Source: an optimization exercise on an open RTL-to-GDS flow (aim: small area). Production flows keep margins and buffers that such runs may drop. Where RTL was checked, it was by simulation tests only, not by an equivalence proof against the original. Power figures rest on the tool's default switching activity, not on a simulated workload.

==> inputs of 08-05 <==
Design pps_synch, start of the top module:
module pps_synch(
	input		clk,
	input		rst,
	input	[2:0]	pps,
	input	[2:0]	pps_sel,
	input		sysref,
	input	[31:0]	load_secs,
	input	[31:0]	load_ns,
	input	[7:0]	load_subns,
	input	[5:0]	ns_per_clk,
	input	[7:0]	subns_per_clk,
	input	[31:0]	delay_ns,
	input	[3:0]	mode,
	input	[2:0]	sanity_mode,
	input	[15:0]	lockout_ns,
	input	[31:0]	rollover_thresh_ns,
	input	[1:0]	capture_mode,
	output	[31:0]	captured_secs,
	output	[31:0]	captured_ns,
	output	[7:0]	captured_subns,
	output		captured,
	output	[31:0]	secs,
	output	[31:0]	ns,
	output	[7:0]	subns,
	output		running,
	output  [63:0]  timestamp_us,
	output          timestamp_valid
);
clock: 5.0 ns
lec_check: 0
cap_margin: 0
core_margin: 2
core_utilization: 65
slew_margin: 0
standard.sh (not shown) runs the stock make flow with config.mk's settings and CLKGATE_MAP_FILE= SYNTH_SCRIPT=/design/flow/synth_recipe.tcl, a recipe that flattens the netlist after the stock synthesis.
==> flow/flow/run.sh <==
#!/bin/bash
export BUFFER_PORTS_ARGS="-buffer_cell sky130_fd_sc_hd__buf_1"
export CTS_ARGS="-sink_clustering_enable -repair_clock_nets -dont_use_dummy_load -buf_list {sky130_fd_sc_hd__clkbuf_8} -root_buf sky130_fd_sc_hd__clkbuf_8 -sink_clustering_size 16 -sink_clustering_max_diameter 70"
bash standard.sh > standard.log 2>&1
==> inputs of 12-25, as changes to 08-05 <==
==> flow/flow/run.sh (replaced) <==
#!/bin/bash
export BUFFER_PORTS_ARGS="-buffer_cell sky130_fd_sc_hd__buf_1"
export CTS_ARGS="-sink_clustering_enable -repair_clock_nets -dont_use_dummy_load -buf_list {sky130_fd_sc_hd__clkbuf_16} -root_buf sky130_fd_sc_hd__clkbuf_16 -sink_clustering_size 28 -sink_clustering_max_diameter 90"
bash standard.sh > standard.log 2>&1
==> inputs of 03-21, as changes to 08-05 <==
==> flow/flow/run.sh (replaced) <==
#!/bin/bash
export BUFFER_PORTS_ARGS="-buffer_cell sky130_fd_sc_hd__buf_1"
export CTS_ARGS="-sink_clustering_enable -repair_clock_nets -dont_use_dummy_load -buf_list {sky130_fd_sc_hd__clkbuf_8} -root_buf sky130_fd_sc_hd__clkbuf_8 -sink_clustering_size 20 -sink_clustering_max_diameter 60"
bash standard.sh > standard.log 2>&1
==> impl_metrics.csv <==
group,metric,value,unit
sta,tightest_slew,1.20,ns
routing,vias_per_cell,5.72,
layout,area_delta_synth_final,9.91,%
sta,fin_crit,4.79,ns
critical_path,reg2reg_slack,0.21,ns
global_routing,grt_pass1_vias,26600,
clock_network,htree_levels,2,
layout,post-route-util,72.6,%
pwr,p_seq_share,32.3,%
sta,fin_crit_sh,95.8,%
run_status,status,"timing/DRC/antenna clean",
sta,setup_ws,0.210,ns
pwr,p_clk,2.41,mW
pwr,intPower,14.1,mW
pwr,p_leak,17.9,nW
critical_path,startpoint,"tstous.s1_q[7]$_DFF_P_",
layout,nNetsFinal,4661,
That was 03-21.
==> impl_metrics.csv <==
group,metric,value,unit
run_status,status,"timing/DRC/antenna clean",
critical_path,startpoint,"tstous.s2_secs[8]$_DFF_P_",
pwr,p_clk,2.60,mW
layout,nNetsFinal,4643,
global_routing,grt_pass1_vias,26700,
layout,post-route-util,72.8,%
sta,fin_crit_sh,94.9,%
worst_hold_path,min_from,"tstous.b[29]$_DFF_P_",
pwr,p_leak,18.0,nW
pwr,intPower,14.3,mW
layout,area_delta_synth_final,10.2,%
sta,tightest_slew,1.19,ns
pwr,p_seq_share,32.0,%
critical_path,reg2reg_slack,0.26,ns
routing,vias_per_cell,5.74,
clock_network,htree_levels,1,
sta,fin_crit,4.74,ns
That was 12-25.
==> impl_metrics.csv <==
group,metric,value,unit
layout,post-route-util,72.6,%
sta,tightest_slew,1.18,ns
layout,nNetsFinal,4661,
clock_network,htree_levels,2,
sta,fin_crit_sh,97.3,%
pwr,p_seq_share,32.2,%
pwr,p_clk,2.46,mW
pwr,intPower,14.1,mW
routing,vias_per_cell,5.73,
layout,area_delta_synth_final,9.90,%
critical_path,path_max_fanout,3,
pwr,p_leak,17.9,nW
run_status,status,"timing/DRC/antenna clean",
critical_path,reg2reg_slack,0.13,ns
That was 08-05.


==> inputs of run C <==
Another version of the RTL of pps_synch (not shown whole).
==> flow/config.mk <==
export PLATFORM = sky130hd
export DESIGN_NAME = pps_synch
export DESIGN_NICKNAME = pps_synch
export VERILOG_FILES = /design/flow/design.v
export SDC_FILE = /design/flow/constraint.sdc
export NUM_CORES = 4
export LEC_CHECK = 0
export CAP_MARGIN = 20
export CORE_MARGIN = 2
export CORE_UTILIZATION = 60
export SLEW_MARGIN = 20
==> flow/constraint.sdc <==
create_clock -name core_clock -period 5.0 [get_ports {clk}]
set_input_delay 1.0000 -clock core_clock [delete_from_list [all_inputs] [get_ports {clk}]]
set_output_delay 1.0000 -clock core_clock [all_outputs]
set_load 0.01 [all_outputs]
==> flow/flow/run.sh <==
#!/bin/bash
export BUFFER_PORTS_ARGS="-buffer_cell sky130_fd_sc_hd__buf_1"
export CTS_ARGS="-sink_clustering_enable -repair_clock_nets -dont_use_dummy_load -buf_list {sky130_fd_sc_hd__clkbuf_8} -root_buf sky130_fd_sc_hd__clkbuf_8 -sink_clustering_size 18 -sink_clustering_max_diameter 70"
bash standard.sh > standard.log 2>&1
==> run Y: changes against run C <==
--- a/flow/design.v
+++ b/flow/design.v
@@ -59,43 +59,32 @@
 	wire pps_ext  = |(pps & pps_sel);
 	wire edge_ext = ~last_pps_ext & pps_ext;
 	wire ev_pps   = pps_internal & ~last_pps;
 	wire ev_sys   = sysref_internal & ~last_sysref;
 	wire delay_hit = delay_ge_r & delay_nz_r;
 	wire delay_inc = (edge_ext & delay_nz_r) | (|delay);
-	wire [14:0] delay_lo = {1'b0, delay[13:0]} + {1'b0, step_r};
-	wire [26:0] delay_p;
-	pfx_and #(26) u_dp (delay[39:14], delay_p);
-	wire [39:0] delay_sum = {delay[39:14] ^ ({26{delay_lo[14]}} & delay_p[25:0]), delay_lo[13:0]};
+	wire [39:0] delay_sum = delay + {26'b0, step_r};
 	wire [39:0] delay_nx = (delay_inc & ~delay_hit) ? delay_sum : 40'd0;
 	wire pps_int_nx = (edge_ext & ~delay_nz_r) | delay_hit;
 	wire freerun = (mode_r == 3'd1) | (mode_r == 3'd2) | (mode_r == 3'd5);
 	wire ge_sec  = pipe_r >= 32'd1000000000;
 	wire lock    = lock_lt_r & sanity_mode_r[0];
 	wire thr     = thr_ge_r & ~resync & sanity_mode_r[1];
 	wire pps_roll = ~freerun & ev_pps & ~lock;
 	wire roll     = freerun ? ge_sec : pps_roll;
 	wire pipe_clr = freerun ? ge_sec : (pps_roll & thr);
-	wire [14:0] ns_lo   = {1'b0, ns_r[13:0]} + {1'b0, step_r};
-	wire [15:0] pipe_lo = {1'b0, ns_r[14:0]} + {1'b0, step_r, 1'b0};
-	wire [25:0] ns_p;
-	pfx_and #(25) u_nsp (ns_r[39:15], ns_p);
-	wire        ns_c15 = ns_lo[14] & ns_r[14];
-	wire [39:0] ns_inc = {ns_r[39:15] ^ ({25{ns_c15}} & ns_p[24:0]), ns_r[14] ^ ns_lo[14], ns_lo[13:0]};
-	wire [39:0] pipe_full = {ns_r[39:15] ^ ({25{pipe_lo[15]}} & ns_p[24:0]), pipe_lo[14:0]};
-	wire [32:0] secs_p;
-	pfx_and #(32) u_sp (secs_r, secs_p);
-	wire [31:0] secs_inc = secs_r ^ secs_p[31:0];
+	wire [39:0] ns_inc   = ns_r + {26'b0, step_r};
+	wire [39:0] pipe_full = ns_r + {25'b0, step_r, 1'b0};
 	wire [31:0] pipe_nx = started ? (pipe_clr ? 32'd0 : pipe_full[39:8]) : pipe_r;
 	always @(posedge clk) begin
 		step_r <= {ns_per_clk, subns_per_clk};
 		sanity_mode_r <= sanity_mode;
 		capture_mode_r <= capture_mode;
 		last_pps <= pps_internal;
 		last_sysref <= sysref_internal;
-		delay_ge_r <= (delay_inc & ~delay_hit) & (delay_sum[39:8] >= delay_ns);
+		delay_ge_r <= delay_nx[39:8] >= delay_ns;
 		lock_lt_r <= pipe_nx < {16'b0, lockout_ns};
 		thr_ge_r <= pipe_nx >= rollover_thresh_ns;
 		if (~captured_r & ((capture_mode_r == 2'd1 & ev_pps) | (capture_mode_r == 2'd2 & ev_sys))) begin
 			captured_secs_r <= secs_r;
 			captured_ns_r <= ns_r;
 		end
@@ -123,13 +112,13 @@
 			if (~captured_r & ((capture_mode_r == 2'd1 & ev_pps) | (capture_mode_r == 2'd2 & ev_sys)))
 				captured_r <= 1;
 			if (captured_r & (capture_mode_r == 2'd0))
 				captured_r <= 0;
 			if (started) begin
 				ns_r <= roll ? 40'd0 : ns_inc;
-				if (roll) secs_r <= secs_inc;
+				if (roll) secs_r <= secs_r + 1;
 				if (~freerun & ev_pps) begin
 					if (lock) resync <= sanity_mode_r[2];
 					else if (~thr) resync <= 0;
 				end
 				if (mode == 4'd0) started <= 0;
 			end else if (mode_r != 3'd0) begin
@@ -142,32 +131,12 @@
 				endcase
 			end
 		end
 	end
 	timestamptous tstous (clk, rst, secs_r, ns_r, started, timestamp_valid, timestamp_us);
 endmodule
-module pfx_and #(parameter W = 8) (
-	input  [W-1:0] x,
-	output [W:0]   p
-);
-	localparam NG = (W + 3) / 4;
-	wire [4*NG-1:0] xp = {{(4*NG-W){1'b1}}, x};
-	wire [NG:0] gc;
-	wire [4*NG:0] pp;
-	assign gc[0] = 1'b1;
-	genvar j;
-	generate for (j = 0; j < NG; j = j + 1) begin : g
-		assign gc[j+1] = gc[j] & (&xp[4*j+3:4*j]);
-		assign pp[4*j]   = gc[j];
-		assign pp[4*j+1] = gc[j] & xp[4*j];
-		assign pp[4*j+2] = gc[j] & (&xp[4*j+1:4*j]);
-		assign pp[4*j+3] = gc[j] & (&xp[4*j+2:4*j]);
-	end endgenerate
-	assign pp[4*NG] = gc[NG];
-	assign p = pp[W:0];
-endmodule
 module timestamptous(
 	input         clk,
 	input         rst,
 	input  [31:0] secs,
 	input  [39:0] x,
 	input         started,
==> flow/flow/run.sh (replaced) <==
#!/bin/bash
export BUFFER_PORTS_ARGS="-buffer_cell sky130_fd_sc_hd__buf_1"
bash standard.sh > standard.log 2>&1
==> flow/config.mk (replaced) <==
export PLATFORM = sky130hd
export DESIGN_NAME = pps_synch
export DESIGN_NICKNAME = pps_synch
export VERILOG_FILES = /design/flow/design.v
export SDC_FILE = /design/flow/constraint.sdc
export NUM_CORES = 4
export LEC_CHECK = 0
export CAP_MARGIN = 20
export CORE_MARGIN = 2
export CORE_UTILIZATION = 40
export SLEW_MARGIN = 20
==> run Z: changes against run C <==
--- a/flow/design.v
+++ b/flow/design.v
@@ -59,43 +59,32 @@
 	wire pps_ext  = |(pps & pps_sel);
 	wire edge_ext = ~last_pps_ext & pps_ext;
 	wire ev_pps   = pps_internal & ~last_pps;
 	wire ev_sys   = sysref_internal & ~last_sysref;
 	wire delay_hit = delay_ge_r & delay_nz_r;
 	wire delay_inc = (edge_ext & delay_nz_r) | (|delay);
-	wire [14:0] delay_lo = {1'b0, delay[13:0]} + {1'b0, step_r};
-	wire [26:0] delay_p;
-	pfx_and #(26) u_dp (delay[39:14], delay_p);
-	wire [39:0] delay_sum = {delay[39:14] ^ ({26{delay_lo[14]}} & delay_p[25:0]), delay_lo[13:0]};
+	wire [39:0] delay_sum = delay + {26'b0, step_r};
 	wire [39:0] delay_nx = (delay_inc & ~delay_hit) ? delay_sum : 40'd0;
 	wire pps_int_nx = (edge_ext & ~delay_nz_r) | delay_hit;
 	wire freerun = (mode_r == 3'd1) | (mode_r == 3'd2) | (mode_r == 3'd5);
 	wire ge_sec  = pipe_r >= 32'd1000000000;
 	wire lock    = lock_lt_r & sanity_mode_r[0];
 	wire thr     = thr_ge_r & ~resync & sanity_mode_r[1];
 	wire pps_roll = ~freerun & ev_pps & ~lock;
 	wire roll     = freerun ? ge_sec : pps_roll;
 	wire pipe_clr = freerun ? ge_sec : (pps_roll & thr);
-	wire [14:0] ns_lo   = {1'b0, ns_r[13:0]} + {1'b0, step_r};
-	wire [15:0] pipe_lo = {1'b0, ns_r[14:0]} + {1'b0, step_r, 1'b0};
-	wire [25:0] ns_p;
-	pfx_and #(25) u_nsp (ns_r[39:15], ns_p);
-	wire        ns_c15 = ns_lo[14] & ns_r[14];
-	wire [39:0] ns_inc = {ns_r[39:15] ^ ({25{ns_c15}} & ns_p[24:0]), ns_r[14] ^ ns_lo[14], ns_lo[13:0]};
-	wire [39:0] pipe_full = {ns_r[39:15] ^ ({25{pipe_lo[15]}} & ns_p[24:0]), pipe_lo[14:0]};
-	wire [32:0] secs_p;
-	pfx_and #(32) u_sp (secs_r, secs_p);
-	wire [31:0] secs_inc = secs_r ^ secs_p[31:0];
+	wire [39:0] ns_inc   = ns_r + {26'b0, step_r};
+	wire [39:0] pipe_full = ns_r + {25'b0, step_r, 1'b0};
 	wire [31:0] pipe_nx = started ? (pipe_clr ? 32'd0 : pipe_full[39:8]) : pipe_r;
 	always @(posedge clk) begin
 		step_r <= {ns_per_clk, subns_per_clk};
 		sanity_mode_r <= sanity_mode;
 		capture_mode_r <= capture_mode;
 		last_pps <= pps_internal;
 		last_sysref <= sysref_internal;
-		delay_ge_r <= (delay_inc & ~delay_hit) & (delay_sum[39:8] >= delay_ns);
+		delay_ge_r <= delay_nx[39:8] >= delay_ns;
 		lock_lt_r <= pipe_nx < {16'b0, lockout_ns};
 		thr_ge_r <= pipe_nx >= rollover_thresh_ns;
 		if (~captured_r & ((capture_mode_r == 2'd1 & ev_pps) | (capture_mode_r == 2'd2 & ev_sys))) begin
 			captured_secs_r <= secs_r;
 			captured_ns_r <= ns_r;
 		end
@@ -123,13 +112,13 @@
 			if (~captured_r & ((capture_mode_r == 2'd1 & ev_pps) | (capture_mode_r == 2'd2 & ev_sys)))
 				captured_r <= 1;
 			if (captured_r & (capture_mode_r == 2'd0))
 				captured_r <= 0;
 			if (started) begin
 				ns_r <= roll ? 40'd0 : ns_inc;
-				if (roll) secs_r <= secs_inc;
+				if (roll) secs_r <= secs_r + 1;
 				if (~freerun & ev_pps) begin
 					if (lock) resync <= sanity_mode_r[2];
 					else if (~thr) resync <= 0;
 				end
 				if (mode == 4'd0) started <= 0;
 			end else if (mode_r != 3'd0) begin
@@ -142,32 +131,12 @@
 				endcase
 			end
 		end
 	end
 	timestamptous tstous (clk, rst, secs_r, ns_r, started, timestamp_valid, timestamp_us);
 endmodule
-module pfx_and #(parameter W = 8) (
-	input  [W-1:0] x,
-	output [W:0]   p
-);
-	localparam NG = (W + 3) / 4;
-	wire [4*NG-1:0] xp = {{(4*NG-W){1'b1}}, x};
-	wire [NG:0] gc;
-	wire [4*NG:0] pp;
-	assign gc[0] = 1'b1;
-	genvar j;
-	generate for (j = 0; j < NG; j = j + 1) begin : g
-		assign gc[j+1] = gc[j] & (&xp[4*j+3:4*j]);
-		assign pp[4*j]   = gc[j];
-		assign pp[4*j+1] = gc[j] & xp[4*j];
-		assign pp[4*j+2] = gc[j] & (&xp[4*j+1:4*j]);
-		assign pp[4*j+3] = gc[j] & (&xp[4*j+2:4*j]);
-	end endgenerate
-	assign pp[4*NG] = gc[NG];
-	assign p = pp[W:0];
-endmodule
 module timestamptous(
 	input         clk,
 	input         rst,
 	input  [31:0] secs,
 	input  [39:0] x,
 	input         started,
==> flow/flow/run.sh (replaced) <==
#!/bin/bash
export BUFFER_PORTS_ARGS="-buffer_cell sky130_fd_sc_hd__buf_1"
export CTS_ARGS="-sink_clustering_enable -repair_clock_nets -dont_use_dummy_load -buf_list {sky130_fd_sc_hd__clkbuf_8} -root_buf sky130_fd_sc_hd__clkbuf_8 -sink_clustering_size 14 -sink_clustering_max_diameter 60"
bash standard.sh > standard.log 2>&1
==> flow/config.mk (replaced) <==
export PLATFORM = sky130hd
export DESIGN_NAME = pps_synch
export DESIGN_NICKNAME = pps_synch
export VERILOG_FILES = /design/flow/design.v
export SDC_FILE = /design/flow/constraint.sdc
export NUM_CORES = 4
export LEC_CHECK = 0
export CAP_MARGIN = 0
export CORE_MARGIN = 2
export CORE_UTILIZATION = 55
export SLEW_MARGIN = 0
==> notes.md <==
Power: run Y is higher than run C (4.5%). Setup slack, highest first: run Z, run Y, run C. In run Z the non-clock buffer count is lower than in run C, by 42. Run Y passed the timing, DRC and antenna checks. Run Z completed with no timing, DRC or antenna violations. Run C finished but fails on negative setup slack. Of run C and run Z, run C has the higher sequential power (gap about 0.7%, measured against run Z). Of run C and run Y, run C has the higher combinational power (gap 18%, measured against run Y). Maximum frequency: run Z > run Y > run C. In run C the first-iteration DRC count is lower than in run Z, by 9.4%.
No functional check of the RTL was part of run C.

-- static timing again, ports no longer ideal --
How much do the figures lean on ideal ports? The routed layouts below were timed once more, with nothing changed but the port constraints. Step 1 (the two cells are an assumption about what drives the block):
set clk [get_ports {clk}]
set_driving_cell -lib_cell sky130_fd_sc_hd__clkbuf_16 $clk
set_driving_cell -lib_cell sky130_fd_sc_hd__buf_2 [delete_from_list [all_inputs] $clk]
Step 2, shift: input delay + t, output delay - t, t = (earliest + latest rising clock arrival at the registers) / 2. This alone moves slack from input paths to output paths. Slacks: ideal ports / drivers / drivers and shift; pairs: ideal ports / drivers.
run | t (ns) | setup WS [ns] | hold WS [ns] | worst setup path after step 2 | pins driven straight from the clock port
08-05 | 0.704 | 0.134 / 0.134 / 0.134 | 0.259 / 0.259 / 0.259 | register to register | 1
12-25 | 0.635 | 0.256 / 0.256 / 0.256 | 0.289 / 0.289 / 0.289 | register to register | 1
03-21 | 0.696 | 0.210 / 0.210 / 0.210 | 0.283 / 0.283 / 0.283 | register to register | 1
run C | 0.708 | -0.106 / -0.106 / -0.106 | 0.279 / 0.279 / 0.279 | register to register | 1
run Y | 0.683 | 0.149 / 0.149 / 0.149 | 0.316 / 0.316 / 0.316 | register to register | 1
run Z | 0.712 | 0.159 / 0.159 / 0.142 | 0.271 / 0.271 / 0.271 | input to register | 1
For run Z, which loses most, drivers alone change the setup slack by 0.000 ns; drivers and shift together by -0.017 ns.
